Background: an optimization exercise with open tools, aiming at small area. Do not read the settings as production practice. Where RTL was checked, it was by simulation tests only, not by an equivalence proof against the original. No functional check of the RTL was part of run 3. The clock cells of runs 3 to 5 come from the design's own scripts or RTL, not from TritonCTS. The clock port is modelled as an ideal driver, which makes a skipped or thinned clock tree look cheaper than it is; a real chip needs a root buffer or a tree. Power figures rest on the tool's default switching activity, not on a simulated workload.

<file path="flow/flow/run.sh">
#!/bin/bash
# Standard synthesis, then its combinational logic re-mapped for area
# (flip-flops kept), then the standard layout with the smallest buffer on
# the ports and no dummy clock loads in clock tree synthesis.
set -euo pipefail
export BUFFER_PORTS_ARGS="-buffer_cell sky130_fd_sc_hd__buf_1"
export CTS_ARGS="-sink_clustering_enable -repair_clock_nets -dont_use_dummy_load -buf_list {sky130_fd_sc_hd__clkbuf_4 sky130_fd_sc_hd__clkbuf_8}"
bash standard.sh synth > synth.log 2>&1
R=orfs/results/sky130hd/coin_catcher_game/base
LIB=$FLOW_HOME/platforms/sky130hd/lib/sky130_fd_sc_hd__tt_025C_1v80.lib
DU=""
for c in $(make -s -C $FLOW_HOME DESIGN_CONFIG=$PWD/config.mk WORK_HOME=$PWD/orfs print-DONT_USE_CELLS 2>/dev/null | sed 's/^DONT_USE_CELLS: //'); do
  DU="$DU -dont_use $c"
done
cp $R/1_2_yosys.v $R/1_2_yosys_standard.v
sed -e "s#LIB#$LIB#g" -e "s#NETLIST#$R/1_2_yosys_standard.v#" -e "s#DONTUSE#$DU#" \
    -e "s#ABCSCRIPT#$PWD/flow/remap.abc#" -e "s#OUT#$R/1_2_yosys.v#" -e "s#TMP#$PWD/remap_tmp.v#" flow/remap.ys > remap_run.ys
yosys -s remap_run.ys > remap.log 2>&1
rm -f $R/1_synth.odb $R/1_synth.sdc
bash standard.sh finish > layout.log 2>&1
</file>
<file path="flow/flow/remap.abc">
strash
&get -n
&deepsyn -T 60
&put
dch -f
map -a
mfs -a
strash
&get -n
&deepsyn -T 60
&put
dch -f
map -a
topo
</file>
<file path="flow/flow/remap.ys">
# Re-map the combinational logic of the standard synthesis for area.
# The flip-flops (their cells and instance names) are kept as they are.
read_liberty -ignore_miss_func LIB
read_verilog NETLIST
hierarchy -top coin_catcher_game
setattr -mod -set keep_hierarchy 1 sky130_fd_sc_hd__df* sky130_fd_sc_hd__edf* sky130_fd_sc_hd__sdf*
flatten
opt_clean
abc -liberty LIB DONTUSE -script ABCSCRIPT coin_catcher_game
opt_clean -purge
select coin_catcher_game
rename -hide w:*.*
write_verilog -noattr -selected TMP
design -reset
read_liberty -lib LIB
read_verilog TMP
hierarchy -top coin_catcher_game
splitnets
opt_clean -purge
hilomap -singleton -hicell sky130_fd_sc_hd__conb_1 HI -locell sky130_fd_sc_hd__conb_1 LO
insbuf -buf sky130_fd_sc_hd__buf_4 A X
check -assert -mapped
stat -liberty LIB
write_verilog -noattr -nohex -nodec OUT
</file>
<file path="flow/standard.sh">
#!/bin/bash
# synth_recipe.tcl (not shown) runs the flow's synth.tcl, then flattens the netlist and writes it again
# the make line also repeats each setting of config.mk as NAME=value (left out here)
make -C /OpenROAD-flow-scripts/flow DESIGN_CONFIG=/design/flow/config.mk WORK_HOME=/design/flow/orfs CLKGATE_MAP_FILE= SYNTH_SCRIPT=/design/flow/synth_recipe.tcl "${@:-finish}"
</file>
<file path="flow/config.mk">
export PLATFORM = sky130hd
export DESIGN_NAME = coin_catcher_game
export DESIGN_NICKNAME = coin_catcher_game
export VERILOG_FILES = /design/flow/design.v
export SDC_FILE = /design/flow/constraint.sdc
export NUM_CORES = 4
export LEC_CHECK = 0
export ABC_AREA = 1
export CAP_MARGIN = 20
export CORE_MARGIN = 2
export CORE_UTILIZATION = 40
export SLEW_MARGIN = 20
</file>
<file path="flow/constraint.sdc">
create_clock -name core_clock -period 10.0 [get_ports {clk}]
set_input_delay 2.0000 -clock core_clock [delete_from_list [all_inputs] [get_ports {clk}]]
set_output_delay 2.0000 -clock core_clock [all_outputs]
set_load 0.01 [all_outputs]
</file>
<file path="flow/design.v">
module freq_div(clk, reset, tick_scan, tick_game, tick_timer);
input clk, reset;
output tick_scan, tick_game, tick_timer;
reg ph;
reg [1:0] m3;
reg [7:0] g;
reg [11:0] t;
wire g_end = (g[7] & ~g[5] & ~g[4] & g[2] & ~g[1] & g[0]);            
wire t_end = (~t[11] & t[9] & t[8] & ~t[7] & t[6] & ~t[4] & t[3] & ~t[2] & t[0]);  
assign tick_scan  = ~ph & m3[1];
assign tick_game  = tick_scan & g_end;
assign tick_timer = ~ph & t_end;
always @(posedge clk or negedge reset)
begin
	if (!reset) begin
		ph <= 1'b0;
		m3 <= 2'd0;
		g <= 8'b00001010;
		t <= 12'b111010010011;
	end else begin
		ph <= ~ph;
		m3 <= {m3[0], ~(m3[0] | m3[1])};
		g <= {g[6:4], g[3] & ~g_end, g[2:0], g[7] ^ g[2]};
		t <= {t[10:2], t[1] & ~t_end, t[0], t[11] ^ t[0]};
	end
end
endmodule
module debounce(clk, hold, btn_in, btn_out);
input clk, hold, btn_in;
output reg btn_out;
reg [3:0] shift_reg;
always @(posedge clk)
begin
	shift_reg <= {shift_reg[2:0], btn_in};
	if (!hold)
		btn_out <= (shift_reg == 4'b0000);
end
endmodule
module player_ctrl(clk, en, reset, btn_l, btn_r, player_x_out);
input clk, en, reset, btn_l, btn_r;
output reg [2:0] player_x_out;
always @(posedge clk or negedge reset)
begin
	if (!reset)
		player_x_out <= 3'd3;
	else if (en && (btn_l ^ btn_r))
		player_x_out <= player_x_out + {btn_l, btn_l, 1'b1};
end
endmodule
module coin_generator(clk, en, reset, hit, coin_x_out, coin_y_out, type_out, caught);
input clk, en, reset, hit;
output reg [2:0] coin_x_out;
output reg [3:0] coin_y_out;
output reg type_out;
output reg caught;
reg [15:0] random_val;
always @(posedge clk or negedge reset)
begin
	if (!reset) begin
		coin_x_out <= 3'd4;
		coin_y_out <= 4'd0;
		type_out <= 1'b0;
		caught <= 1'b0;
		random_val <= 16'h1234;
	end else if (en) begin
		random_val <= {random_val[14:0], random_val[15] ^ random_val[13] ^ random_val[12] ^ random_val[10]};
		caught <= hit;
		if (caught || coin_y_out == 4'd15) begin
			coin_y_out <= 4'd0;
			coin_x_out <= {random_val[2:1], random_val[0] & ~(random_val[3] & random_val[2] & random_val[1])};
			type_out <= random_val[3];
		end else
			coin_y_out <= coin_y_out + 4'd1;
	end
end
endmodule
module score_keeper(clk, en, reset, hit, two, h0, h1);
input clk, en, reset, hit, two;
output [6:0] h0, h1;
reg [3:0] u;
reg [1:0] t;
wire [3:0] un;
wire [1:0] tn;
score_logic L(.two(two), .u(u), .t(t), .un(un), .tn(tn), .h0(h0), .h1(h1));
always @(posedge clk or negedge reset)
begin
	if (!reset) begin
		u <= 4'd0;
		t <= 2'd0;
	end else if (en && hit) begin
		u <= un;
		t <= tn;
	end
end
endmodule
module score_logic(two, u, t, un, tn, h0, h1);
  input two;
  wire two;
  input [3:0] u;
  wire [3:0] u;
  input [1:0] t;
  wire [1:0] t;
  output [3:0] un;
  wire [3:0] un;
  output [1:0] tn;
  wire [1:0] tn;
  output [6:0] h0;
  wire [6:0] h0;
  output [6:0] h1;
  wire [6:0] h1;
  wire _0_;
  wire _10_;
  wire _11_;
  wire _12_;
  wire _13_;
  wire _14_;
  wire _15_;
  wire _16_;
  wire _17_;
  wire _18_;
  wire _19_;
  wire _1_;
  wire _20_;
  wire _2_;
  wire _3_;
  wire _4_;
  wire _5_;
  wire _6_;
  wire _7_;
  wire _8_;
  wire _9_;
  assign _16_ = ~u[0];
  assign h1[6] = ~t[0];
  assign _15_ = u[1] | u[0];
  assign _14_ = ~(u[1] & u[0]);
  assign _13_ = u[1] | ~(u[2]);
  assign _12_ = u[2] & _14_;
  assign _11_ = ~(u[3] | _12_);
  assign h0[5] = _15_ & _11_;
  assign h0[4] = ~((u[3] | _13_) & _16_);
  assign _10_ = ~(u[2] & _15_);
  assign _9_ = ~(_15_ & _12_);
  assign _8_ = u[1] & ~(u[2]);
  assign _7_ = u[0] | u[2];
  assign _6_ = ~(u[3] | _8_);
  assign _5_ = _7_ & _6_;
  assign h0[3] = _9_ & _5_;
  assign _4_ = ~(u[0] | u[3]);
  assign h0[2] = _8_ & _4_;
  assign h0[1] = ~(u[3] | _9_);
  assign _3_ = u[0] | two;
  assign _2_ = u[3] & _3_;
  assign _1_ = ~(t[1] & _2_);
  assign h1[5] = t[1] | t[0];
  assign tn[0] = ~(h1[6] & _1_);
  assign _0_ = u[1] & _3_;
  assign _20_ = u[3] | _0_;
  assign _19_ = ~((u[2] & _0_) | u[3]);
  assign un[3] = ~(_2_ | _19_);
  assign _18_ = u[2] | _0_;
  assign un[2] = _19_ & _18_;
  assign _17_ = u[1] | _3_;
  assign un[1] = _17_ & ~(_20_);
  assign un[0] = ~(u[0] ^ two);
  assign h0[0] = _10_ & _5_;
  assign h1[0] = t[1] & ~(t[0]);
  assign h1[2] = t[1] & t[0];
  assign h1[4] = t[1] ^ t[0];
  assign h0[6] = _6_ & ~(_12_);
  assign tn[1] = _2_ ? h1[6] : t[1];
  assign { h1[3], h1[1] } = { h1[0], 1'h0 };
endmodule
module game_core(clk, reset, en_score, en_upd, btn_l, btn_r,
	player_x, coin_x, coin_y, coin_type, h0, h1);
input clk, reset, en_score, en_upd, btn_l, btn_r;
output [2:0] player_x, coin_x;
output [3:0] coin_y;
output coin_type;
output [6:0] h0, h1;
wire caught;
wire [2:0] dx = player_x - coin_x;
wire hit = (coin_y == 4'd15) && ((dx == 3'd0) || (coin_type && dx == 3'd1));
player_ctrl Player(.clk(clk), .en(en_upd), .reset(reset),
	.btn_l(btn_l), .btn_r(btn_r), .player_x_out(player_x));
coin_generator Coin(.clk(clk), .en(en_upd), .reset(reset), .hit(hit),
	.coin_x_out(coin_x), .coin_y_out(coin_y), .type_out(coin_type), .caught(caught));
score_keeper Score(.clk(clk), .en(en_score), .reset(reset),
	.hit(hit), .two(coin_type), .h0(h0), .h1(h1));
endmodule
module game_timer(clk, en, reset, h4, h5, time_up);
input clk, en, reset;
output [6:0] h4, h5;
output time_up;
reg [3:0] u;
reg [2:0] t;
wire [3:0] un;
wire [2:0] tn;
sec_logic L(.u(u), .t(t), .un(un), .tn(tn), .h4(h4), .h5(h5), .over(time_up));
always @(posedge clk or negedge reset)
begin
	if (!reset) begin
		u <= 4'd0;    
		t <= 3'd4;    
	end else if (en) begin
		u <= un;
		t <= tn;
	end
end
endmodule
module sec_logic(u, t, un, tn, h4, h5, over);
  input [3:0] u;
  wire [3:0] u;
  input [2:0] t;
  wire [2:0] t;
  output [3:0] un;
  wire [3:0] un;
  output [2:0] tn;
  wire [2:0] tn;
  output [6:0] h4;
  wire [6:0] h4;
  output [6:0] h5;
  wire [6:0] h5;
  output over;
  wire over;
  wire _0_;
  wire _10_;
  wire _11_;
  wire _12_;
  wire _13_;
  wire _14_;
  wire _15_;
  wire _16_;
  wire _17_;
  wire _18_;
  wire _19_;
  wire _1_;
  wire _20_;
  wire _21_;
  wire _22_;
  wire _23_;
  wire _24_;
  wire _25_;
  wire _2_;
  wire _3_;
  wire _4_;
  wire _5_;
  wire _6_;
  wire _7_;
  wire _8_;
  wire _9_;
  assign _23_ = ~u[3];
  assign _22_ = ~t[1];
  assign _21_ = ~t[2];
  assign _20_ = ~(u[3] | u[1]);
  assign _19_ = _20_ & ~(u[0]);
  assign _18_ = ~(u[3] | u[2]);
  assign h4[0] = u[3] & ~(u[1]);
  assign _17_ = u[2] ? h4[0] : _23_;
  assign un[1] = ~(_19_ | _17_);
  assign _16_ = u[1] & _18_;
  assign un[0] = ~((u[3] & u[2]) | (u[0] & _16_));
  assign h5[1] = t[2] & ~(t[1]);
  assign _15_ = t[1] & ~(t[2]);
  assign _14_ = t[0] & t[1];
  assign h5[2] = t[0] & _15_;
  assign h5[6] = _21_ & ~(_14_);
  assign _13_ = ~(t[0] | t[1]);
  assign h5[4] = t[1] ? t[2] : t[0];
  assign _12_ = t[0] & ~(_15_);
  assign h5[0] = _12_ & ~(h5[1]);
  assign _11_ = t[1] & ~(t[0]);
  assign h5[5] = t[2] ? _11_ : t[0];
  assign _10_ = ~((u[2] & _19_) | (_16_ & u[0]));
  assign h4[1] = ~_10_;
  assign _9_ = u[0] | ~(_16_);
  assign h4[2] = ~_9_;
  assign _8_ = u[2] & u[1];
  assign _7_ = ~((u[3] | u[1]) & u[2]);
  assign h4[5] = ~(_9_ & _7_);
  assign h4[4] = u[2] | h4[0];
  assign _6_ = ~(u[3] ^ u[2]);
  assign un[3] = ~((u[1] | _6_) & _9_);
  assign _5_ = _23_ & _8_;
  assign _4_ = _18_ & ~(u[1]);
  assign _3_ = u[1] | ~(_18_);
  assign _2_ = u[2] ? h4[0] : _20_;
  assign h4[6] = _5_ | _2_;
  assign h4[3] = h4[0] | _5_;
  assign _1_ = _21_ & _20_;
  assign un[2] = ~((_13_ & _1_) | u[2]);
  assign _0_ = ~(t[2] & _4_);
  assign _25_ = _4_ ? _21_ : _22_;
  assign tn[1] = ~(_13_ | _25_);
  assign _24_ = ~((t[0] & _3_) | _15_);
  assign tn[0] = ~((_14_ | _0_) & _24_);
  assign tn[2] = ~((_11_ & _4_) | _21_);
  assign over = u[0] & _4_;
  assign h5[3] = h5[0];
endmodule
module matrix_driver(
	input clk,
	input en,
	input reset,
	input [2:0] player_x,
	input [2:0] coin_x,
	input [3:0] coin_y,
	input coin_type,
	output [7:0] row_out,
	output [15:0] col_out
);
reg [2:0] pos;
reg valid;
always @(posedge clk or negedge reset)
begin
	if (!reset) begin
		pos <= 3'd7;
		valid <= 1'b0;
	end else if (en) begin
		pos <= pos + 3'd1;
		valid <= 1'b1;
	end
end
wire [2:0] dp = pos - player_x;
wire [2:0] dc = pos - coin_x;
wire side = valid && (dp == 3'd1 || dp == 3'd7);
wire pl = side || (valid && dp == 3'd0);
wire cn = valid && ((dc == 3'd0) || (coin_type && dc == 3'd1));
wire [15:0] coin_bits = cn ? (16'd1 << coin_y) : 16'd0;
assign col_out = coin_bits | {pl, side, 14'd0};
assign row_out = valid ? ~(8'd1 << pos) : 8'hFF;
endmodule
module coin_catcher_game(
	clk,
	reset,
	btn_left, btn_right,
	dot_row, dot_col,
	HEX_0, HEX_1, HEX_2, HEX_3, HEX_4, HEX_5
);
input clk, reset, btn_left, btn_right;
output [7:0] dot_row;
output [15:0] dot_col;
output [6:0] HEX_0, HEX_1, HEX_2, HEX_3, HEX_4, HEX_5;
wire tick_scan, tick_game, tick_timer;
freq_div Clocks(.clk(clk), .reset(reset),
	.tick_scan(tick_scan), .tick_game(tick_game), .tick_timer(tick_timer));
wire over;
game_timer Timer(.clk(clk), .en(tick_timer), .reset(reset),
	.h4(HEX_4), .h5(HEX_5), .time_up(over));
reg pend;
wire step = tick_game & ~over;
wire upd = tick_scan & pend;
always @(posedge clk or negedge reset)
	if (!reset) pend <= 1'b0;
	else pend <= step | (pend & ~tick_scan);
wire db_l, db_r;
wire hold_btn = tick_game | pend;
debounce BtnL(.clk(clk), .hold(hold_btn), .btn_in(btn_left),  .btn_out(db_l));
debounce BtnR(.clk(clk), .hold(hold_btn), .btn_in(btn_right), .btn_out(db_r));
wire [2:0] player_x, coin_x;
wire [3:0] coin_y;
wire coin_type;
game_core Game(
	.clk(clk), .reset(reset), .en_score(step), .en_upd(upd),
	.btn_l(db_l), .btn_r(db_r),
	.player_x(player_x), .coin_x(coin_x), .coin_y(coin_y), .coin_type(coin_type),
	.h0(HEX_0), .h1(HEX_1)
);
matrix_driver Matrix(
	.clk(clk), .en(tick_scan), .reset(reset),
	.player_x(player_x), .coin_x(coin_x), .coin_y(coin_y), .coin_type(coin_type),
	.row_out(dot_row), .col_out(dot_col)
);
assign HEX_2 = 7'b1111111;
assign HEX_3 = 7'b1111111;
endmodule
</file>
==> flow_metrics.env, run 1 <==
export IMPL_gp_congestion=0.846
export IMPL_leakage_uw=0.00168
export IMPL_track_usage=0.138
export IMPL_drt_total_wl_um=6020
export IMPL_antenna_cells=0
export IMPL_cp_required_ps=8000
export IMPL_grt_overflow=0
export IMPL_worst_slew_pin_slew_ps=847
export IMPL_cts_resized=0
export IMPL_row_count=33
export IMPL_postCtsSetupBuffers=0
export IMPL_layout_nets=462
export IMPL_largest_reg_flops=16
export IMPL_worst_skew_pair_late_latency_ps=340
export IMPL_worstHoldPathType="reg2reg"
export IMPL_run_status="timing/DRC/antenna clean"
export IMPL_drtPass1Iterations=4
export IMPL_area_growth_synth_to_final_pct=11.5
export IMPL_syn_inst=395
export IMPL_cts_hold_buf=0
export IMPL_numPlacedInstances=552
export IMPL_vdd_drop_max_mv=0.0678
export IMPL_die_y_um=96.8
export IMPL_grt_max_degree=70
export IMPL_fin_util=0.463
export IMPL_dieArea_mm2=0.00938
export IMPL_fmax_mhz=225
export IMPL_drive_gt1_frac=0.0789
export IMPL_final_cell_mix="nor2_1, nand2_1, clkinv_1, buf_1, dfrtp_1"
export IMPL_top_register="Game.Coin.random_val"
export IMPL_cp_end_kind="primary output"
export IMPL_crit_path_max_fanout=9
export IMPL_finalSetupViolCount=0
export IMPL_antenna_found_initial=0
export IMPL_crit_arrival_ps=2440
export IMPL_drc=0
export IMPL_final_max_slew_viol_count=0
export IMPL_drtIter0Drc=115
export IMPL_clockBufferDepth=2
export IMPL_top_regs="Game.Coin.random_val (16), Clocks.t (12), Clocks.g (8)"
export IMPL_wl_per_cell_um=10.7
export IMPL_fp_coreArea_mm2=0.00830
export IMPL_cts_max_level=3
export IMPL_synth_area_per_cell_um2=8.73
export IMPL_hold_viol_final=0
export IMPL_port_buffers=54
export IMPL_ys_warn_count=8
export IMPL_final_common_cell="nor2_1"
export IMPL_ant_nets=0
export IMPL_clock_skew_ps=20.2
export IMPL_drv_cap=0
export IMPL_path_class="reg2out"
export IMPL_num_vias=2632
export IMPL_grt_pass1_vias=2399
export IMPL_clkTransAtPathRegs_ps=80
export IMPL_period_share=0.444
export IMPL_cts_sinks=79
export IMPL_cts_buffers=9
export IMPL_cts_tree="done"
export IMPL_dp_hpwl_um=4400
export IMPL_finalCriticalPeriod_ps=4440
export IMPL_fp_dieW_um=96.8
export IMPL_clockRootBuffer="clkbuf_8"
export IMPL_netlist_area_mm2=0.00345
export IMPL_fin_setup_tns_ps=0
export IMPL_rsz0062_at_grt="false"
export IMPL_vias_per_cell=4.69
export IMPL_grt_pass1_wl_um=10600
export IMPL_ios=70
export IMPL_finalPower_uw=508
export IMPL_start_kind="register"
export IMPL_p_per_area_mw_per_mm2=132
export IMPL_slew_limit_headroom=0.435
export IMPL_start_util=0.415
export IMPL_final_cells=561
## final cells by class
type                            instances  area [um2]
Fill cell                             808        4460
Sequential cell                        79        1970
Multi-Input combinational cell        259        1200
Timing Repair Buffer                   56         219
Inverter                               53         199
Tap cell                              105         131
Clock buffer                            9         124
## report_power, final
| group | switching, uW | internal, uW | leakage, uW |
|---|---|---|---|
| sequential | 0.776 | 322 | 0.000965 |
| combinational | 7.95 | 0.760 | 0.000648 |
| clock | 95.9 | 80.4 | 0.0000647 |
| total | 105 | 404 | 0.00168 |
## through the flow
stage / hold WS (ps) / worst slack, ps / instance area, um2
final: 342 / 5560 / 3840
after global routing: 353 / 5340 / 3840
after CTS: 344 / 5530 / 3840
after detailed placement: 338 / 5930 / 3720
after global placement: 336 / 6030 / 3720
after floorplan: 331 / 6220 / 3500
## critical path, cell delays in order, from the launching register on
cell	delay, ps
dfstp_2	620
clkinv_1	170
o21ai_0	260
o2111ai_1	150
o31ai_1	90
o311ai_0	200
nor2_1	210
nand2_1	120
o22ai_1	120
buf_1	160
## metal layers
metal  vias to the layer above  track usage  routed length [um]
li1                       1363            -                   -
met1                      1188        0.191                3040
met2                        73        0.198                2530
met3                         8       0.0405                 335
met4                         0       0.0650                 114
met5                         -            0                   0
## worst paths after layout
| path | from | to | slack [ps] | depth (start not counted) |
|---|---|---|---|---|
| min in group asynchronous | reset | Timer.t[0] | 1820 | 2 |
| worst min register to register | BtnL.shift_reg[2] | BtnL.shift_reg[3] | 340 | 0 |
| worst min-delay path | BtnL.shift_reg[2] | BtnL.shift_reg[3] | 340 | 0 |
| worst max register to register | Game.Coin.coin_y_out[0] | Game.Score.u[2] | 7450 | 14 |
| max in group asynchronous | reset | Game.Score.u[3] | 7590 | 2 |
| worst max-delay path | Matrix.pos[1] | dot_col[14] | 5560 | 9 |
==> inputs of run 2 (changes only) <==
--- a/flow/flow/run.sh
+++ b/flow/flow/run.sh
@@ -1,10 +1,11 @@
 #!/bin/bash
 # Standard synthesis, then its combinational logic re-mapped for area
 # (flip-flops kept), then the standard layout with the smallest buffer on
-# the ports and no dummy clock loads in clock tree synthesis.
+# the ports and small clock buffers without dummy loads; clock leaf
+# buffers with many flip-flops are upsized after clock tree synthesis.
 set -euo pipefail
 export BUFFER_PORTS_ARGS="-buffer_cell sky130_fd_sc_hd__buf_1"
-export CTS_ARGS="-sink_clustering_enable -repair_clock_nets -dont_use_dummy_load -buf_list {sky130_fd_sc_hd__clkbuf_4 sky130_fd_sc_hd__clkbuf_8}"
+export CTS_ARGS="-sink_clustering_enable -repair_clock_nets -dont_use_dummy_load -buf_list {sky130_fd_sc_hd__clkbuf_4}"
 bash standard.sh synth > synth.log 2>&1
 R=orfs/results/sky130hd/coin_catcher_game/base
 LIB=$FLOW_HOME/platforms/sky130hd/lib/sky130_fd_sc_hd__tt_025C_1v80.lib
@@ -17,4 +18,7 @@
     -e "s#ABCSCRIPT#$PWD/flow/remap.abc#" -e "s#OUT#$R/1_2_yosys.v#" -e "s#TMP#$PWD/remap_tmp.v#" flow/remap.ys > remap_run.ys
 yosys -s remap_run.ys > remap.log 2>&1
 rm -f $R/1_synth.odb $R/1_synth.sdc
+bash standard.sh cts > layout_to_cts.log 2>&1
+LIB=$LIB IN_ODB=$R/4_cts.odb OUT_ODB=$R/4_cts.odb MAX_FANOUT=10 \
+  openroad -no_init -exit flow/fix_cts.tcl > fix_cts.log 2>&1
 bash standard.sh finish > layout.log 2>&1
==> flow/flow/fix_cts.tcl (new file) <==
read_liberty $::env(LIB)
read_db $::env(IN_ODB)
set block [ord::get_db_block]
set n 0
foreach inst [$block getInsts] {
  set m [[$inst getMaster] getName]
  if { $m != "sky130_fd_sc_hd__clkbuf_4" } { continue }
  set out [$inst findITerm X]
  set net [$out getNet]
  if { $net == "NULL" } { continue }
  set fo [expr [llength [$net getITerms]] - 1]
  if { $fo > $::env(MAX_FANOUT) } {
    puts "upsizing [$inst getName] (fanout $fo)"
    replace_cell [$inst getName] sky130_fd_sc_hd__clkbuf_8
    incr n
  }
}
puts "upsized $n clock buffers"
if { $n > 0 } {
  detailed_placement
  check_placement -verbose
}
write_db $::env(OUT_ODB)
--- a/flow/flow/remap.ys
+++ b/flow/flow/remap.ys
@@ -18,7 +18,7 @@
 splitnets
 opt_clean -purge
 hilomap -singleton -hicell sky130_fd_sc_hd__conb_1 HI -locell sky130_fd_sc_hd__conb_1 LO
-insbuf -buf sky130_fd_sc_hd__buf_4 A X
+insbuf -buf sky130_fd_sc_hd__buf_1 A X
 check -assert -mapped
 stat -liberty LIB
 write_verilog -noattr -nohex -nodec OUT
--- a/flow/config.mk
+++ b/flow/config.mk
@@ -8,5 +8,5 @@
 export ABC_AREA = 1
 export CAP_MARGIN = 20
 export CORE_MARGIN = 2
-export CORE_UTILIZATION = 40
+export CORE_UTILIZATION = 70
 export SLEW_MARGIN = 20
==> run 2 against run 1 <==
  * Setup slack lost 19 ps
  * Cell area shrank 2.6%
  * Wire length shrank 0.13%
  * Combinational power is essentially flat
  * Critical path type unchanged
  * Sequential power is essentially flat
  * Highest routed layer unchanged
  * Global-route usage grew 11 points
  * Via count grew 1.1%
  * Power shrank 6.5%
  * Utilization grew 33 points
  * Largest power group unchanged
  * Flip-flop and latch count is the same
  * Count of clock-buffer cells in the layout is the same
==> flow_metrics.env, run 2 <==
export IMPL_port_buffers=54
export IMPL_clock_skew_ps=25.0
export IMPL_ff2ff_path_depth=10
export IMPL_grt_max_degree=70
export IMPL_clkTransAtPathRegs_ps=100
export IMPL_area_growth_synth_to_final_pct=10.6
export IMPL_drt_total_wl_um=6020
export IMPL_cts_resized=0
export IMPL_start_kind="register"
export IMPL_synth_area_per_cell_um2=8.57
export IMPL_top_register="Game.Coin.random_val"
export IMPL_drive_gt1_frac=0.0789
export IMPL_gp_congestion=0.883
export IMPL_cp_required_ps=8000
export IMPL_finalCriticalPeriod_ps=4460
export IMPL_final_common_cell="nor2_1"
export IMPL_r2r_setup_slack_ps=7390
export IMPL_r2r_start="Clocks.t[0]"
export IMPL_worst_skew_pair_late_latency_ps=410
export IMPL_cts_hold_buf=0
export IMPL_antenna_found_initial=0
export IMPL_grt_pass1_wl_um=10200
export IMPL_drtIter0Drc=147
export IMPL_slew_limit_headroom=0.455
export IMPL_row_count=25
export IMPL_cts_sinks=79
export IMPL_vias_per_cell=5.22
export IMPL_min_to="BtnR.shift_reg[3]"
export IMPL_hold_viol_final=0
export IMPL_drv_cap=0
export IMPL_period_share=0.446
export IMPL_regArea_mm2=0.00197
export IMPL_path_class="reg2out"
export IMPL_numPlacedInstances=501
export IMPL_cts_tree="done"
export IMPL_track_usage=0.252
export IMPL_drtPass1Iterations=4
export IMPL_final_cells=510
export IMPL_fmax_mhz=224
export IMPL_fin_setup_tns_ps=0
export IMPL_antenna_cells=0
export IMPL_layout_nets=462
export IMPL_cts_max_level=3
export IMPL_nFillCells=327
export IMPL_fp_coreArea_mm2=0.00469
export IMPL_crit_arrival_ps=2460
export IMPL_drc=0
export IMPL_p_per_area_mw_per_mm2=127
export IMPL_dieArea_mm2=0.00541
export IMPL_final_max_slew_viol_count=0
export IMPL_num_vias=2662
export IMPL_cp_end_kind="primary output"
export IMPL_worst_slew_pin_slew_ps=818
export IMPL_postCtsSetupBuffers=0
export IMPL_vdd_drop_max_mv=0.133
export IMPL_cts_buffers=9
export IMPL_fin_util=0.797
export IMPL_die_y_um=73.5
export IMPL_top_regs="Game.Coin.random_val (16), Clocks.t (12), Clocks.g (8)"
export IMPL_dp_hpwl_um=4430
export IMPL_fp_dieW_um=73.5
export IMPL_largest_reg_flops=16
export IMPL_run_status="timing/DRC/antenna clean"
export IMPL_clockBufferDepth=2
export IMPL_clockRootBuffer="clkbuf_4"
export IMPL_syn_inst=395
export IMPL_multiInputGateArea_mm2=0.00120
export IMPL_worstHoldPathType="reg2reg"
export IMPL_final_cell_mix="nor2_1, nand2_1, clkinv_1, buf_1, dfrtp_1"
export IMPL_leakage_uw=0.00166
export IMPL_min_from="BtnR.shift_reg[2]"
export IMPL_crit_path_max_fanout=9
export IMPL_grt_overflow=0
export IMPL_grt_pass1_vias=2404
export IMPL_netlist_area_mm2=0.00338
export IMPL_ys_warn_count=8
export IMPL_ant_nets=0
export IMPL_finalSetupViolCount=0
export IMPL_start_util=0.721
export IMPL_wl_per_cell_um=11.8
export IMPL_rsz0062_at_grt="false"
export IMPL_reg2reg_to="Timer.t[0]"
export IMPL_ios=70
export IMPL_whs_path_depth=0
-- run 2: cell types whose count changed in the layout (fill, tap and decap cells not counted) --
cell      before  now
clkbuf_4       0    6
clkbuf_8       9    3
-- run 2: area by class of cell --
cell class,count,share of cell area
Clock buffer,9,0.0231
Multi-Input combinational cell,259,0.320
Sequential cell,79,0.527
Timing Repair Buffer,56,0.0585
Tap cell,54,0.0181
Inverter,53,0.0532
-- run 2: critical path, cell delays in order (launching register included) --
cell,delay [ps]
dfstp_2,620
clkinv_1,170
o21ai_0,250
o2111ai_1,140
o31ai_1,80
o311ai_0,190
nor2_1,200
nand2_1,120
o22ai_1,110
buf_1,170
-- run 2: where the power goes --
part	internal [uW]	switching, uW
clock	54.5	88.9
combinational	0.763	7.95
sequential	322	0.880
-- run 2: worst max-delay path by stage --
stage                              from          end  cells after the start
after floorplan           Matrix.pos[1]  dot_col[14]                      8
after global placement    Matrix.pos[1]  dot_col[14]                      9
after detailed placement  Matrix.pos[1]  dot_col[14]                      9
after CTS                 Matrix.pos[1]  dot_col[14]                      9
after global routing      Matrix.pos[1]  dot_col[11]                      9
final                     Matrix.pos[1]  dot_col[14]                      9
-- run 2: metal layers --
layer  track usage  routed length, um
met5             0                  0
met4        0.0889                 90
met3        0.0700                276
met2         0.423               2890
met1         0.314               2760
-- run 2: through the flow --
step | worst slack [ps] | instance area (um2) | power, uW | hold slack (ps)
finish | 5540 | 3740 | 475 | 328
global route | 5130 | 3740 | 496 | 337
global placement | 6060 | 3650 | 338 | 334
CTS | 5540 | 3720 | 467 | 358
floorplan | 6220 | 3430 | 334 | 331
detailed placement | 5970 | 3650 | 338 | 336
==> inputs of run 3 (changes only) <==
--- a/flow/design.v
+++ b/flow/design.v
@@ -199,8 +199,8 @@
 always @(posedge clk or negedge reset)
 begin
 	if (!reset) begin
-		u <= 4'd0;    
-		t <= 3'd4;    
+		u <= 4'd3;    
+		t <= 3'd5;    
 	end else if (en) begin
 		u <= un;
 		t <= tn;
@@ -240,7 +240,16 @@
   wire _23_;
   wire _24_;
   wire _25_;
+  wire _26_;
+  wire _27_;
+  wire _28_;
+  wire _29_;
   wire _2_;
+  wire _30_;
+  wire _31_;
+  wire _32_;
+  wire _33_;
+  wire _34_;
   wire _3_;
   wire _4_;
   wire _5_;
@@ -248,53 +257,62 @@
   wire _7_;
   wire _8_;
   wire _9_;
-  assign _23_ = ~u[3];
-  assign _22_ = ~t[1];
-  assign _21_ = ~t[2];
-  assign _20_ = ~(u[3] | u[1]);
-  assign _19_ = _20_ & ~(u[0]);
-  assign _18_ = ~(u[3] | u[2]);
-  assign h4[0] = u[3] & ~(u[1]);
-  assign _17_ = u[2] ? h4[0] : _23_;
-  assign un[1] = ~(_19_ | _17_);
-  assign _16_ = u[1] & _18_;
-  assign un[0] = ~((u[3] & u[2]) | (u[0] & _16_));
-  assign h5[1] = t[2] & ~(t[1]);
+  assign _1_ = ~t[0];
+  assign h4[6] = ~u[2];
+  assign _0_ = ~t[2];
+  assign _34_ = ~u[1];
+  assign _33_ = ~(t[1] | t[2]);
+  assign _32_ = t[0] & _33_;
+  assign _31_ = ~(t[0] & _33_);
+  assign _30_ = ~(u[1] & u[0]);
+  assign _29_ = u[2] & u[1];
+  assign _28_ = u[0] & _29_;
+  assign _26_ = ~((u[0] & _29_) | u[3]);
+  assign _25_ = ~(_32_ & _26_);
+  assign _24_ = u[2] & _30_;
+  assign _23_ = u[0] | ~(u[3]);
+  assign _22_ = ~(u[2] & u[3]);
+  assign _21_ = ~(_23_ & _22_);
+  assign _20_ = ~((_31_ & _24_) | _21_);
+  assign h4[3] = u[3] ? h4[6] : _28_;
+  assign un[1] = ~(_25_ & _20_);
+  assign _18_ = ~((h4[6] | u[0]) & u[3]);
+  assign h4[5] = ~_18_;
+  assign h4[2] = ~(_30_ | _22_);
+  assign _16_ = _29_ ^ _18_;
+  assign _17_ = _27_ | ~(t[1]);
+  assign un[0] = ~((t[1] | _16_) & _17_);
   assign _15_ = t[1] & ~(t[2]);
-  assign _14_ = t[0] & t[1];
   assign h5[2] = t[0] & _15_;
-  assign h5[6] = _21_ & ~(_14_);
-  assign _13_ = ~(t[0] | t[1]);
-  assign h5[4] = t[1] ? t[2] : t[0];
-  assign _12_ = t[0] & ~(_15_);
-  assign h5[0] = _12_ & ~(h5[1]);
-  assign _11_ = t[1] & ~(t[0]);
-  assign h5[5] = t[2] ? _11_ : t[0];
-  assign _10_ = ~((u[2] & _19_) | (_16_ & u[0]));
-  assign h4[1] = ~_10_;
-  assign _9_ = u[0] | ~(_16_);
-  assign h4[2] = ~_9_;
-  assign _8_ = u[2] & u[1];
-  assign _7_ = ~((u[3] | u[1]) & u[2]);
-  assign h4[5] = ~(_9_ & _7_);
-  assign h4[4] = u[2] | h4[0];
-  assign _6_ = ~(u[3] ^ u[2]);
-  assign un[3] = ~((u[1] | _6_) & _9_);
-  assign _5_ = _23_ & _8_;
-  assign _4_ = _18_ & ~(u[1]);
-  assign _3_ = u[1] | ~(_18_);
-  assign _2_ = u[2] ? h4[0] : _20_;
-  assign h4[6] = _5_ | _2_;
-  assign h4[3] = h4[0] | _5_;
-  assign _1_ = _21_ & _20_;
-  assign un[2] = ~((_13_ & _1_) | u[2]);
-  assign _0_ = ~(t[2] & _4_);
-  assign _25_ = _4_ ? _21_ : _22_;
-  assign tn[1] = ~(_13_ | _25_);
-  assign _24_ = ~((t[0] & _3_) | _15_);
-  assign tn[0] = ~((_14_ | _0_) & _24_);
-  assign tn[2] = ~((_11_ & _4_) | _21_);
-  assign over = u[0] & _4_;
+  assign h5[1] = t[2] & ~(t[1]);
+  assign h5[6] = ~((t[0] & t[1]) | t[2]);
+  assign h4[4] = u[3] ^ _29_;
+  assign _14_ = t[1] & t[2];
+  assign h5[0] = t[0] ? _14_ : _33_;
+  assign _13_ = t[0] | _15_;
+  assign h5[4] = t[1] ? t[2] : _1_;
+  assign _12_ = ~(h5[1] | _13_);
+  assign h5[5] = h5[2] | _12_;
+  assign h4[1] = _24_ & ~(u[3]);
+  assign _11_ = u[0] ? _29_ : u[3];
+  assign h4[0] = _22_ & _11_;
+  assign _10_ = ~(u[2] | u[3]);
+  assign _9_ = ~_10_;
+  assign _8_ = _1_ & _10_;
+  assign _7_ = ~((t[2] | _9_) & (_8_ | t[1]));
+  assign tn[1] = ~_7_;
+  assign _6_ = _33_ | ~(_10_);
+  assign tn[0] = _13_ ? _6_ : _10_;
+  assign _5_ = ~((_28_ | _8_) & _33_);
+  assign _4_ = u[3] ? h4[6] : _33_;
+  assign un[3] = ~((h4[1] | _4_) & _5_);
+  assign _3_ = ~((u[2] | _23_) & (_22_ | _34_));
+  assign un[2] = ~((_32_ & _10_) | _3_);
+  assign tn[2] = ~((t[1] & _8_) | _0_);
+  assign _2_ = u[1] & ~(u[0]);
+  assign over = _10_ & _2_;
+  assign _19_ = _29_ ^ _18_;
+  assign _27_ = t[2] ? _19_ : _16_;
   assign h5[3] = h5[0];
 endmodule
 module matrix_driver(
--- a/flow/flow/run.sh
+++ b/flow/flow/run.sh
@@ -1,8 +1,8 @@
 #!/bin/bash
 # Standard synthesis, then its combinational logic re-mapped for area
 # (flip-flops kept), then the standard layout with the smallest buffer on
-# the ports and small clock buffers without dummy loads; clock leaf
-# buffers with many flip-flops are upsized after clock tree synthesis.
+# the ports. The clock tree is then rebuilt as four leaf buffers, each
+# driving a cluster of about 20 flip-flops.
 set -euo pipefail
 export BUFFER_PORTS_ARGS="-buffer_cell sky130_fd_sc_hd__buf_1"
 export CTS_ARGS="-sink_clustering_enable -repair_clock_nets -dont_use_dummy_load -buf_list {sky130_fd_sc_hd__clkbuf_4}"
@@ -19,6 +19,6 @@
 yosys -s remap_run.ys > remap.log 2>&1
 rm -f $R/1_synth.odb $R/1_synth.sdc
 bash standard.sh cts > layout_to_cts.log 2>&1
-LIB=$LIB IN_ODB=$R/4_cts.odb OUT_ODB=$R/4_cts.odb MAX_FANOUT=10 \
-  openroad -no_init -exit flow/fix_cts.tcl > fix_cts.log 2>&1
+LIB=$LIB IN_ODB=$R/4_cts.odb OUT_ODB=$R/4_cts.odb NLEAF=4 LEAF_BUF=sky130_fd_sc_hd__clkbuf_8 ROOT_BUF= \
+  openroad -no_init -exit flow/clock_tree.tcl > clock_tree.log 2>&1
 bash standard.sh finish > layout.log 2>&1
==> flow/flow/clock_tree.tcl (new file) <==
# Rebuild the clock tree as one level: the clock port drives NLEAF leaf
# buffers, each placed at the centre of a cluster of flip-flops (k-means
# on their placed positions) and driving that cluster's clock pins.
read_liberty $::env(LIB)
read_db $::env(IN_ODB)
set block [ord::get_db_block]
set nleaf $::env(NLEAF)
set bufm [[ord::get_db] findMaster $::env(LEAF_BUF)]
set clk [$block findNet clk]

# remove the buffers clock tree synthesis inserted
foreach inst [$block getInsts] {
  set m [[$inst getMaster] getName]
  if { [string match "sky130_fd_sc_hd__clkbuf_*" $m] && [string match "clkbuf_*" [$inst getName]] } {
    set out [[$inst findITerm X] getNet]
    odb::dbInst_destroy $inst
    if { $out != "NULL" } {
      foreach it [$out getITerms] { $it disconnect ; $it connect $clk }
      odb::dbNet_destroy $out
    }
  }
}
# the flip-flop clock pins, now all on clk
set sinks {}
foreach it [$clk getITerms] {
  set inst [$it getInst]
  if { [[$it getMTerm] getName] == "CLK" } { lappend sinks $it }
}
puts "clock sinks: [llength $sinks]"
proc ctr { it } {
  set b [[$it getInst] getBBox]
  return [list [expr ([$b xMin] + [$b xMax]) / 2.0] [expr ([$b yMin] + [$b yMax]) / 2.0]]
}
# k-means, started from sinks spread in x order
set pts {}
foreach it $sinks { lappend pts [ctr $it] }
set sorted [lsort -real -index 0 $pts]
set n [llength $pts]
set cents {}
for {set k 0} {$k < $nleaf} {incr k} { lappend cents [lindex $sorted [expr int(($k + 0.5) * $n / $nleaf)]] }
set cap [expr ($n + $nleaf - 1) / $nleaf]
for {set iter 0} {$iter < 30} {incr iter} {
  # capacity-limited assignment: nearest pairs first
  set pairs {}
  set i 0
  foreach p $pts {
    for {set k 0} {$k < $nleaf} {incr k} {
      set c [lindex $cents $k]
      lappend pairs [list [expr abs([lindex $p 0] - [lindex $c 0]) + abs([lindex $p 1] - [lindex $c 1])] $i $k]
    }
    incr i
  }
  set asg [lrepeat $n -1]
  set load [lrepeat $nleaf 0]
  foreach pr [lsort -real -index 0 $pairs] {
    lassign $pr d i k
    if { [lindex $asg $i] >= 0 || [lindex $load $k] >= $cap } { continue }
    lset asg $i $k
    lset load $k [expr [lindex $load $k] + 1]
  }
  set new {}
  for {set k 0} {$k < $nleaf} {incr k} {
    set sx 0; set sy 0; set cnt 0
    foreach p $pts a $asg { if { $a == $k } { set sx [expr $sx + [lindex $p 0]]; set sy [expr $sy + [lindex $p 1]]; incr cnt } }
    if { $cnt > 0 } { lappend new [list [expr $sx / $cnt] [expr $sy / $cnt]] } else { lappend new [lindex $cents $k] }
  }
  set cents $new
}
# optional root buffer between the clock port and the leaves
set leafdrv $clk
if { $::env(ROOT_BUF) != "" } {
  set sx 0; set sy 0
  foreach c $cents { set sx [expr $sx + [lindex $c 0]]; set sy [expr $sy + [lindex $c 1]] }
  set root [odb::dbInst_create $block [[ord::get_db] findMaster $::env(ROOT_BUF)] "clkbuf_root"]
  $root setLocation [expr int($sx / $nleaf)] [expr int($sy / $nleaf)]
  $root setPlacementStatus PLACED
  set leafdrv [odb::dbNet_create $block "clknet_root"]
  $leafdrv setSigType CLOCK
  [$root findITerm A] connect $clk
  [$root findITerm X] connect $leafdrv
}
for {set k 0} {$k < $nleaf} {incr k} {
  set c [lindex $cents $k]
  set inst [odb::dbInst_create $block $bufm "clkbuf_leaf_$k"]
  $inst setLocation [expr int([lindex $c 0])] [expr int([lindex $c 1])]
  $inst setPlacementStatus PLACED
  set net [odb::dbNet_create $block "clknet_leaf_$k"]
  $net setSigType CLOCK
  [$inst findITerm A] connect $leafdrv
  [$inst findITerm X] connect $net
  set cnt 0
  foreach it $sinks a $asg { if { $a == $k } { $it disconnect; $it connect $net; incr cnt } }
  puts "leaf $k: $cnt sinks at $c"
}
$clk setSigType CLOCK
detailed_placement
check_placement -verbose
write_db $::env(OUT_ODB)
removed: flow/flow/fix_cts.tcl
==> run 3 against run 2 <==
  * Still clean on timing, DRC and antenna
  * Clock power shrank 22%
  * Worst hold slack gained 33 ps
  * Synthesized cell count is the same
  * Sequential share of layout area grew 0.40 points
  * Largest cell class unchanged
==> flow_metrics.env, run 3 <==
export IMPL_finalCriticalPeriod_ps=4100
export IMPL_path_class="reg2out"
export IMPL_design_area_mm2=0.00372
export IMPL_cp_end_kind="primary output"
export IMPL_layout_nets=457
export IMPL_cts_resized=0
export IMPL_start_util=0.723
export IMPL_ios=70
export IMPL_p_per_area_mw_per_mm2=119
export IMPL_drtPass1Iterations=5
export IMPL_die_y_um=73.6
export IMPL_crit_path_max_fanout=8
export IMPL_worst_slew_pin_slew_ps=832
export IMPL_syn_inst=395
export IMPL_cts_sinks=79
export IMPL_drive_gt1_frac=0.0754
export IMPL_antenna_found_initial=0
export IMPL_gp_congestion=0.878
export IMPL_worst_skew_pair_late_latency_ps=170
export IMPL_drtIter0Drc=129
export IMPL_postCtsSetupBuffers=0
export IMPL_final_cell_mix="nor2_1, nand2_1, clkinv_1"
export IMPL_track_usage=0.258
export IMPL_fmax_mhz=244
export IMPL_row_count=25
export IMPL_grt_pass1_wl_um=10700
export IMPL_dieArea_mm2=0.00542
export IMPL_final_cells=505
export IMPL_startpoint="Matrix.pos[0]"
export IMPL_ant_nets=0
export IMPL_fin_setup_tns_ps=0
export IMPL_cts_hold_buf=0
export IMPL_grt_pass1_vias=2393
export IMPL_drt_total_wl_um=6360
export IMPL_port_buffers=54
export IMPL_num_vias=2697
export IMPL_fp_dieW_um=73.6
export IMPL_postPlaceCellArea_mm2=0.00366
export IMPL_fp_coreArea_mm2=0.00469
export IMPL_worstHoldPathType="reg2reg"
export IMPL_clock_skew_ps=7.76
export IMPL_start_kind="register"
export IMPL_r2r_setup_slack_ps=7370
export IMPL_grt_max_degree=70
export IMPL_area_growth_synth_to_final_pct=9.62
export IMPL_final_common_cell="nor2_1"
export IMPL_reg2reg_to="Game.Score.u[3]"
export IMPL_hold_viol_final=0
export IMPL_drc=0
export IMPL_finalSetupViolCount=0
export IMPL_period_share=0.410
export IMPL_top_regs="Game.Coin.random_val (16), Clocks.t (12), Clocks.g (8)"
export IMPL_dp_hpwl_um=4760
export IMPL_numPlacedInstances=501
export IMPL_top_register="Game.Coin.random_val"
export IMPL_r2r_start="Game.Coin.coin_y_out[1]"
export IMPL_largest_reg_flops=16
export IMPL_cp_required_ps=8000
export IMPL_crit_arrival_ps=2100
export IMPL_final_max_slew_viol_count=0
export IMPL_ys_warn_count=8
export IMPL_run_status="timing/DRC/antenna clean"
export IMPL_clkTransAtPathRegs_ps=110
export IMPL_drv_cap=0
export IMPL_slew_limit_headroom=0.446
export IMPL_vias_per_cell=5.34
export IMPL_antenna_cells=0
export IMPL_netlist_area_mm2=0.00339
export IMPL_wl_per_cell_um=12.6
export IMPL_grt_overflow=0
export IMPL_rsz0062_at_grt="false"
export IMPL_synth_area_per_cell_um2=8.59
export IMPL_crit_end="dot_col[15]"
export IMPL_vdd_drop_max_mv=0.151
export IMPL_ff2ff_path_depth=16
export IMPL_leakage_uw=0.00162
run 3: area by class of cell:
| type | count | area [um2] |
|---|---|---|
| flip-flops and latches | 79 | 1980 |
| multi-input cells | 258 | 1200 |
| fillers | 339 | 972 |
| repair buffers | 56 | 219 |
| inverters | 54 | 203 |
| well taps | 54 | 67.6 |
| plain buffers | 4 | 55.1 |
run 3: power by group:
part / internal [uW] / switching [uW] / total, uW
logic: 0.759 / 7.93 / 8.69
registers: 322 / 0.990 / 323
clock network: 37.4 / 74.7 / 112
run 3: stage by stage:
stage | hold slack, ps | utilization | setup slack [ps] | power [uW]
2_1_floorplan | 331 | - | 6320 | 334
3_3_place_gp | 333 | 0.781 | 6230 | 338
4_1_cts | 312 | 0.795 | 5710 | 466
6_report | 361 | 0.793 | 5900 | 444
3_5_place_dp | 345 | 0.781 | 6120 | 338
5_1_grt | 367 | 0.793 | 5630 | 458
run 3: routing by layer:
metal | global-route usage | up-vias | share of wire
met1 | 0.350 | 1263 | 0.46
met4 | 0.0525 | 0 | 0.0063
met2 | 0.440 | 84 | 0.49
met3 | 0.0480 | 3 | 0.043
li1 | - | 1347 | -
met5 | 0 | - | 0
run 3: worst min-delay path by stage:
| stage | start | endpoint | slack, ps | cells after the start |
|---|---|---|---|---|
| floorplan | BtnL.shift_reg[0] | BtnL.shift_reg[1] | 330 | 0 |
| global placement | Clocks.t[5] | Clocks.t[6] | 330 | 0 |
| detailed placement | Clocks.g[6] | Clocks.g[7] | 340 | 0 |
| CTS | BtnL.shift_reg[0] | BtnL.shift_reg[1] | 310 | 0 |
| global route | BtnL.shift_reg[2] | BtnL.shift_reg[3] | 370 | 0 |
| finish | Clocks.t[5] | Clocks.t[6] | 360 | 0 |
run 3: worst max-delay path: stages (launching register included):
cell	delay, ps
dfstp_2	620
clkinv_1	220
nand2_1	140
nor2_1	60
a32oi_1	150
o2111ai_1	150
nor2_1	160
nand2_1	120
o21ai_0	160
buf_1	170
==> inputs of run 4 (changes only) <==
--- a/flow/design.v
+++ b/flow/design.v
@@ -1,15 +1,21 @@
-module freq_div(clk, reset, tick_scan, tick_game, tick_timer);
+module freq_div(clk, reset, tick_scan, tick_game, tick_arm, tick_upd, tick_timer, sample);
 input clk, reset;
-output tick_scan, tick_game, tick_timer;
+output tick_scan, tick_game, tick_arm, tick_upd, tick_timer, sample;
 reg ph;
 reg [1:0] m3;
 reg [7:0] g;
 reg [11:0] t;
-wire g_end = (g[7] & ~g[5] & ~g[4] & g[2] & ~g[1] & g[0]);            
+reg armed;    
+wire g_end = g[7] & ~g[5] & ~g[4] & g[2] & ~g[1] & g[0];              
+wire g_arm = ~g[0] & g[1] & ~g[2] & ~g[3] & g[4] & g[5] & g[6];        
+wire g_upd = ~g[0] & ~g[1] & g[3] & ~g[4] & g[6] & ~g[7];             
 wire t_end = (~t[11] & t[9] & t[8] & ~t[7] & t[6] & ~t[4] & t[3] & ~t[2] & t[0]);  
 assign tick_scan  = ~ph & m3[1];
 assign tick_game  = tick_scan & g_end;
+assign tick_arm   = tick_scan & g_arm;
+assign tick_upd   = tick_scan & g_upd;
 assign tick_timer = ~ph & t_end;
+assign sample = armed & ~(ph & m3[0]) & ~tick_scan;
 always @(posedge clk or negedge reset)
 begin
 	if (!reset) begin
@@ -24,17 +30,14 @@
 		t <= {t[10:2], t[1] & ~t_end, t[0], t[11] ^ t[0]};
 	end
 end
+always @(posedge clk)
+	armed <= tick_arm | (armed & ~tick_scan);
 endmodule
-module debounce(clk, hold, btn_in, btn_out);
-input clk, hold, btn_in;
+module debounce(clk, arm, sample, btn_in, btn_out);
+input clk, arm, sample, btn_in;
 output reg btn_out;
-reg [3:0] shift_reg;
 always @(posedge clk)
-begin
-	shift_reg <= {shift_reg[2:0], btn_in};
-	if (!hold)
-		btn_out <= (shift_reg == 4'b0000);
-end
+	btn_out <= arm | (btn_out & ~(sample & btn_in));
 endmodule
 module player_ctrl(clk, en, reset, btn_l, btn_r, player_x_out);
 input clk, en, reset, btn_l, btn_r;
@@ -358,22 +361,18 @@
 output [7:0] dot_row;
 output [15:0] dot_col;
 output [6:0] HEX_0, HEX_1, HEX_2, HEX_3, HEX_4, HEX_5;
-wire tick_scan, tick_game, tick_timer;
+wire tick_scan, tick_game, tick_arm, tick_upd, tick_timer, sample;
 freq_div Clocks(.clk(clk), .reset(reset),
-	.tick_scan(tick_scan), .tick_game(tick_game), .tick_timer(tick_timer));
+	.tick_scan(tick_scan), .tick_game(tick_game), .tick_arm(tick_arm),
+	.tick_upd(tick_upd), .tick_timer(tick_timer), .sample(sample));
 wire over;
 game_timer Timer(.clk(clk), .en(tick_timer), .reset(reset),
 	.h4(HEX_4), .h5(HEX_5), .time_up(over));
-reg pend;
 wire step = tick_game & ~over;
-wire upd = tick_scan & pend;
-always @(posedge clk or negedge reset)
-	if (!reset) pend <= 1'b0;
-	else pend <= step | (pend & ~tick_scan);
+wire upd = tick_upd & ~over;
 wire db_l, db_r;
-wire hold_btn = tick_game | pend;
-debounce BtnL(.clk(clk), .hold(hold_btn), .btn_in(btn_left),  .btn_out(db_l));
-debounce BtnR(.clk(clk), .hold(hold_btn), .btn_in(btn_right), .btn_out(db_r));
+debounce BtnL(.clk(clk), .arm(tick_arm), .sample(sample), .btn_in(btn_left),  .btn_out(db_l));
+debounce BtnR(.clk(clk), .arm(tick_arm), .sample(sample), .btn_in(btn_right), .btn_out(db_r));
 wire [2:0] player_x, coin_x;
 wire [3:0] coin_y;
 wire coin_type;
==> run 4 against run 3 <==
  * Still clean on timing, DRC and antenna
  * Clock power decreased by 4%
  * Maximum frequency increased by 0.57%
  * Synthesized cell count increased by 1.5%
  * Utilization increased by 2.0 points
  * Final cell count increased by 0.79%
  * Worst hold slack improved by 1.8 ps
  * Combinational power decreased by 5.2%
  * Sequential power decreased by 11%
  * Wire length decreased by 3.8%
  * Critical path type unchanged
  * Largest power group unchanged
==> flow_metrics.env, run 4 <==
export IMPL_hold_viol_final=0
export IMPL_antenna_found_initial=0
export IMPL_drt_total_wl_um=6120
export IMPL_worst_skew_pair_late_latency_ps=170
export IMPL_p_clk_frac=0.266
export IMPL_drive_gt1_frac=0.0722
export IMPL_wl_per_cell_um=12.0
export IMPL_multiInputGateArea_mm2=0.00124
export IMPL_reg2reg_to="Game.Score.u[2]"
export IMPL_cp_required_ps=8000
export IMPL_dp_hpwl_um=4500
export IMPL_finalCriticalPeriod_ps=4080
export IMPL_final_max_slew_viol_count=0
export IMPL_grt_pass1_wl_um=10500
export IMPL_drv_cap=0
export IMPL_vdd_drop_max_mv=0.160
export IMPL_vias_per_cell=5.31
export IMPL_synth_area_per_cell_um2=8.14
export IMPL_run_status="timing/DRC/antenna clean"
export IMPL_crit_path_max_fanout=6
export IMPL_startpoint="Matrix.pos[1]"
export IMPL_antenna_cells=0
export IMPL_regArea_mm2=0.00180
export IMPL_period_share=0.408
export IMPL_dieArea_mm2=0.00523
export IMPL_final_common_cell="nand2_1"
export IMPL_power_share_switching=0.193
export IMPL_cts_hold_buf=0
export IMPL_crit_end="dot_col[14]"
export IMPL_clkTransAtPathRegs_ps=100
export IMPL_path_class="reg2out"
export IMPL_cp_end_kind="primary output"
export IMPL_start_kind="register"
export IMPL_r2r_setup_slack_ps=7200
export IMPL_track_usage=0.254
export IMPL_row_count=24
export IMPL_fp_coreArea_mm2=0.00441
export IMPL_top_regs="Game.Coin.random_val (16), Clocks.t (12), Clocks.g (8)"
export IMPL_grt_max_degree=69
export IMPL_postCtsSetupBuffers=0
export IMPL_intPower_uw=326
export IMPL_ys_warn_count=7
export IMPL_grt_overflow=0
export IMPL_drc=0
export IMPL_cts_resized=0
export IMPL_fin_setup_tns_ps=0
export IMPL_nFillCells=305
export IMPL_gp_congestion=0.896
export IMPL_clock_skew_ps=13.6
export IMPL_port_buffers=54
export IMPL_layout_nets=463
export IMPL_leakage_uw=0.00159
export IMPL_crit_arrival_ps=2080
export IMPL_ff2ff_path_depth=14
export IMPL_combPwrFrac=0.020
export IMPL_p_per_area_mw_per_mm2=112
export IMPL_ant_nets=0
export IMPL_rsz0062_at_grt="false"
export IMPL_fmax_mhz=245
export IMPL_area_growth_synth_to_final_pct=9.92
export IMPL_fp_dieW_um=72.3
export IMPL_numPlacedInstances=505
export IMPL_num_vias=2702
export IMPL_grt_pass1_vias=2412
export IMPL_syn_inst=401
export IMPL_drtIter0Drc=181
export IMPL_drtPass1Iterations=4
export IMPL_final_cell_mix="nand2_1, nor2_1, clkinv_1"
export IMPL_slew_limit_headroom=0.466
export IMPL_ios=70
export IMPL_worst_slew_pin_slew_ps=792
export IMPL_die_y_um=72.3
export IMPL_p_sw_uw=77.8
export IMPL_p_seq_frac=0.713
export IMPL_netlist_area_mm2=0.00327
export IMPL_cts_sinks=71
export IMPL_worstHoldPathType="reg2reg"
export IMPL_finalSetupViolCount=0
export IMPL_final_cells=509
export IMPL_top_register="Game.Coin.random_val"
export IMPL_r2r_start="Game.Coin.coin_y_out[0]"
export IMPL_largest_reg_flops=16
export IMPL_start_util=0.740
[run 4: changes by cell type in the layout (fill, tap and decap cells not counted), sizes merged, moves of 2 or more]
cell,previous run,this run
nor2,75,71
a211oi,1,3
dfxtp,8,2
clkinv,54,56
nand2,69,82
nand3,5,16
o211ai,1,3
a21oi,27,24
nand4,10,0
nor3,3,5
[run 4: how the worst min path moves through the flow]
stage	startpoint	slack, ps	cells past startpoint	endpoint
after floorplan	Clocks.t[5]	330	0	Clocks.t[6]
after global placement	Clocks.t[5]	330	0	Clocks.t[6]
after detailed placement	Clocks.t[10]	350	0	Clocks.t[11]
after CTS	Clocks.t[0]	350	0	Clocks.t[1]
after global routing	Clocks.t[10]	360	0	Clocks.t[11]
final	Clocks.t[10]	360	0	Clocks.t[11]
[run 4: through the flow]
step | utilization | cell area [um2] | hold slack, ps | setup slack (ps) | total power [uW]
detailed placement | 0.801 | 3530 | 349 | 6140 | 302
global route | 0.813 | 3590 | 364 | 5700 | 417
CTS | 0.816 | 3600 | 349 | 5670 | 423
global placement | 0.801 | 3530 | 333 | 6210 | 302
finish | 0.813 | 3590 | 363 | 5920 | 404
floorplan | - | 3310 | 331 | 6390 | 298
[run 4: routing by layer]
| layer | wire [um] | track usage | up-vias | share of wire |
|---|---|---|---|---|
| li1 | - | - | 1353 | - |
| met1 | 2760 | 0.347 | 1252 | 0.45 |
| met2 | 2910 | 0.439 | 92 | 0.48 |
| met3 | 387 | 0.0264 | 5 | 0.063 |
| met4 | 61 | 0.0650 | 0 | 0.010 |
| met5 | 0 | 0 | - | 0 |
[run 4: cell type report]
class                   instances  area share
flip-flops and latches         71       0.502
multi-input cells             270       0.345
repair buffers                 56      0.0610
inverters                      56      0.0586
well taps                      52      0.0181
plain buffers                   4      0.0153
[run 4: worst max-delay path: stages, from the launching register on]
cell	delay, ps
dfstp_2	600
clkinv_1	110
o21ai_0	250
o2111ai_1	170
o41ai_1	90
nand2_1	120
nor2_1	160
nand2_1	120
o22ai_1	120
buf_1	170
[run 4: power groups by stage]
| stage | clock network (uW) | logic (uW) | registers (uW) |
|---|---|---|---|
| 5_1_grt | 119 | 10.0 | 288 |
| 4_1_cts | 127 | 8.56 | 288 |
| 3_5_place_dp | 0 | 8.57 | 293 |
| 3_3_place_gp | 0 | 8.51 | 293 |
| 2_1_floorplan | 0 | 4.40 | 293 |
| 6_report | 107 | 8.24 | 288 |
==> inputs of run 5 (changes only) <==
--- a/flow/flow/run.sh
+++ b/flow/flow/run.sh
@@ -1,7 +1,7 @@
 #!/bin/bash
 # Standard synthesis, then its combinational logic re-mapped for area
 # (flip-flops kept), then the standard layout with the smallest buffer on
-# the ports. The clock tree is then rebuilt as four leaf buffers, each
+# the ports and one tie cell shared by the constant outputs. The clock tree is then rebuilt as four leaf buffers, each
 # driving a cluster of about 20 flip-flops.
 set -euo pipefail
 export BUFFER_PORTS_ARGS="-buffer_cell sky130_fd_sc_hd__buf_1"
@@ -18,7 +18,9 @@
     -e "s#ABCSCRIPT#$PWD/flow/remap.abc#" -e "s#OUT#$R/1_2_yosys.v#" -e "s#TMP#$PWD/remap_tmp.v#" flow/remap.ys > remap_run.ys
 yosys -s remap_run.ys > remap.log 2>&1
 rm -f $R/1_synth.odb $R/1_synth.sdc
-bash standard.sh cts > layout_to_cts.log 2>&1
+bash standard.sh floorplan > floorplan.log 2>&1
+IN_ODB=$R/2_floorplan.odb OUT_ODB=$R/2_floorplan.odb openroad -no_init -exit flow/share_ties.tcl > share_ties.log 2>&1
+bash standard.sh cts > place_cts.log 2>&1
 LIB=$LIB IN_ODB=$R/4_cts.odb OUT_ODB=$R/4_cts.odb NLEAF=4 LEAF_BUF=sky130_fd_sc_hd__clkbuf_8 ROOT_BUF= \
   openroad -no_init -exit flow/clock_tree.tcl > clock_tree.log 2>&1
 bash standard.sh finish > layout.log 2>&1
==> flow/flow/share_ties.tcl (new file) <==
# Drive all constant outputs from one tie cell: remove each output's own
# tie cell (and the buffer synthesis put after it) and connect the ports
# to one shared tie cell's HI or LO net.
read_db $::env(IN_ODB)
set block [ord::get_db_block]
set tiem [[ord::get_db] findMaster sky130_fd_sc_hd__conb_1]
set ports(HI) {}; set ports(LO) {}
set dinst {}; set dnet {}
foreach inst [$block getInsts] {
  if { [[$inst getMaster] getName] != "sky130_fd_sc_hd__conb_1" } { continue }
  foreach pin {HI LO} {
    set net [[$inst findITerm $pin] getNet]
    if { $net == "NULL" } { continue }
    # loads: ports directly, or single buffers that drive only a port
    foreach it [$net getITerms] {
      if { [$it getInst] == $inst } { continue }
      set b [$it getInst]
      set bm [[$b getMaster] getName]
      if { ![string match "sky130_fd_sc_hd__buf_*" $bm] } { error "tie load [$b getName] is $bm" }
      set onet [[$b findITerm X] getNet]
      if { [llength [$onet getITerms]] != 1 } { error "buffer [$b getName] drives cells" }
      foreach bt [$onet getBTerms] { lappend ports($pin) $bt }
      lappend dinst $b; lappend dnet $onet
    }
    foreach bt [$net getBTerms] { lappend ports($pin) $bt }
    lappend dnet $net
  }
  lappend dinst $inst
}
# delete instances first, then nets
foreach obj $dinst { odb::dbInst_destroy $obj }
foreach obj [lsort -unique $dnet] { foreach bt [$obj getBTerms] { $bt disconnect } ; odb::dbNet_destroy $obj }
set tie [odb::dbInst_create $block $tiem "tie_shared"]
foreach pin {HI LO} {
  if { [llength $ports($pin)] == 0 } { continue }
  set net [odb::dbNet_create $block "tie_shared_$pin"]
  [$tie findITerm $pin] connect $net
  foreach bt $ports($pin) { $bt connect $net }
  puts "tie $pin drives [llength $ports($pin)] ports"
}
write_db $::env(OUT_ODB)
==> run 5 against run 4 <==
  * Clock skew grew 1.5 ps
  * Synthesized cell count is the same
  * First-iteration DRC count decreased by 4.4%
  * Worst hold slack got worse by 13 ps
  * Clock power increased by 4%
  * Still clean on timing, DRC and antenna
  * Register-to-register slack worse by 350 ps
  * Sequential share of layout area up 0.85 points
  * Largest power group unchanged
  * Largest cell class unchanged
  * Highest routed layer unchanged
  * Critical path type unchanged
  * Final cell count down 2.9%
  * Flip-flop and latch count unchanged
==> flow_metrics.env, run 5 <==
export IMPL_period_share=0.406
export IMPL_row_count=24
export IMPL_layout_nets=449
export IMPL_finalPower_uw=407
export IMPL_synth_area_per_cell_um2=8.14
export IMPL_vias_per_cell=5.51
export IMPL_num_vias=2722
export IMPL_nFillCells=317
export IMPL_grt_pass1_vias=2489
export IMPL_track_usage=0.265
export IMPL_port_buffers=54
export IMPL_ios=70
export IMPL_drtPass1Iterations=4
export IMPL_cp_required_ps=8000
export IMPL_dp_hpwl_um=4710
export IMPL_drt_total_wl_um=6300
export IMPL_drc=0
export IMPL_regArea_mm2=0.00180
export IMPL_start_kind="register"
export IMPL_finalSetupViolCount=0
export IMPL_fp_dieW_um=72.3
export IMPL_fin_util=0.800
export IMPL_cts_resized=0
export IMPL_clock_skew_ps=15.2
export IMPL_grt_overflow=0
export IMPL_ys_warn_count=7
export IMPL_grt_max_degree=69
export IMPL_cts_hold_buf=0
export IMPL_top_regs="Game.Coin.random_val (16), Clocks.t (12), Clocks.g (8)"
export IMPL_fp_coreArea_mm2=0.00441
export IMPL_rsz0062_at_grt="false"
export IMPL_multiInputGateArea_mm2=0.00119
export IMPL_drtIter0Drc=173
export IMPL_whs_ps=350
export IMPL_worst_skew_pair_late_latency_ps=170
export IMPL_antenna_found_initial=0
export IMPL_path_class="reg2out"
export IMPL_wl_per_cell_um=12.8
export IMPL_crit_arrival_ps=2060
export IMPL_start_util=0.740
export IMPL_cp_end_kind="primary output"
export IMPL_cts_sinks=71
export IMPL_whs_path_depth=0
export IMPL_final_cell_mix="nand2_1, nor2_1, clkinv_1"
export IMPL_run_status="timing/DRC/antenna clean"
export IMPL_largest_reg_flops=16
export IMPL_finalCriticalPeriod_ps=4060
export IMPL_netlist_area_mm2=0.00327
export IMPL_dieArea_mm2=0.00523
export IMPL_leakage_uw=0.00154
export IMPL_syn_inst=401
export IMPL_fmax_mhz=246
export IMPL_top_register="Game.Coin.random_val"
export IMPL_drive_gt1_frac=0.0724
export IMPL_vdd_drop_max_mv=0.126
export IMPL_slew_limit_headroom=0.416
export IMPL_gp_congestion=0.873
export IMPL_crit_path_max_fanout=7
export IMPL_hold_viol_final=0
export IMPL_grt_pass1_wl_um=11000
export IMPL_final_common_cell="nand2_1"
export IMPL_final_max_slew_viol_count=0
export IMPL_die_y_um=72.3
export IMPL_clkTransAtPathRegs_ps=110
export IMPL_worst_slew_pin_slew_ps=873
export IMPL_antenna_cells=0
export IMPL_postCtsSetupBuffers=0
export IMPL_area_growth_synth_to_final_pct=8.08
export IMPL_p_per_area_mw_per_mm2=115
export IMPL_ff2ff_path_depth=9
export IMPL_fin_setup_tns_ps=0
export IMPL_ant_nets=0
export IMPL_drv_cap=0
export IMPL_worstHoldPathType="reg2reg"
run 5: metrics by stage:
step / cells / cell area, um2 / worst slack, ps
2_1_floorplan: 414 / 3310 / 6390
3_3_place_gp: 490 / 3470 / 6180
3_5_place_dp: 490 / 3470 / 6160
4_1_cts: 499 / 3540 / 5700
5_1_grt: 494 / 3530 / 5660
6_report: 494 / 3530 / 5940
run 5: path summary, 6_finish.rpt:
| kind | slack (ps) | end | from |
|---|---|---|---|
| max | 5940 | dot_col[10] | Matrix.pos[2] |
| min | 350 | Clocks.t[6] | Clocks.t[5] |
| max reg2reg | 6850 | Game.Coin.coin_x_out[0] | Timer.u[1] |
| min reg2reg | 350 | Clocks.t[6] | Clocks.t[5] |
| max in group asynchronous | 7470 | Clocks.t[8] | reset |
| min in group asynchronous | 1980 | Timer.t[1] | reset |
run 5: critical path, stage by stage, from the launching register on:
cell     delay, ps
dfstp_2        620
xnor2_1        150
o21ai_0        140
o41ai_1        260
nand2_1        110
nor2_1         170
nand2_1        140
nor2_1         150
buf_1          170
run 5: layout make-up:
cell class                 count  share of cell area
timing repair buffer          55              0.0599
tap                           52              0.0184
buffer                         4              0.0156
inverter                      56              0.0596
multi-input combinational    256               0.336
sequential                    71               0.510
run 5: metal layers:
metal  part of all wire  wire, um  GRT usage
met5                  0         0          0
met2               0.48      3030      0.464
met4              0.017       106     0.0671
met1               0.44      2800      0.357
met3              0.058       363     0.0306
run 5: report_power, final:
group / internal (uW) / leakage (uW) / switching, uW
Combinational: 0.620 / 0.000642 / 7.80
Clock: 37.4 / 0.0000288 / 73.7
Sequential: 288 / 0.000871 / 0.000000968

separate check: timing with driven ports:
In the flow no input, the clock included, has a driving cell. The finished layouts below were timed again as built, in two steps.
Step 1 sets driving cells, clkbuf_16 on the clock port and buf_2 on the other inputs (assumed; they add their load-dependent delay and slew).
Step 2 adds t to the input delays and takes it off the output delays; t is the mean of the earliest and latest rising clock arrival at the registers after step 1. Input paths then give back, and output paths get back, about the clock's delay inside the block.
Three values: no drivers, after step 1, after step 2; two values: the first two.
run | shift t [ns] | setup WS [ns] | worst setup path at the end | cell pins on the clock port's net
run 1 | 0.360 | 5.563 / 5.534 / 5.894 | register to output | 1
run 2 | 0.426 | 5.544 / 5.516 / 5.942 | register to output | 1
run 3 | 0.220 | 5.895 / 5.841 / 6.061 | register to output | 4
run 4 | 0.216 | 5.919 / 5.864 / 6.080 | register to output | 4
run 5 | 0.218 | 5.940 / 5.886 / 6.104 | register to output | 4
After both steps setup and hold are still met in every run listed.
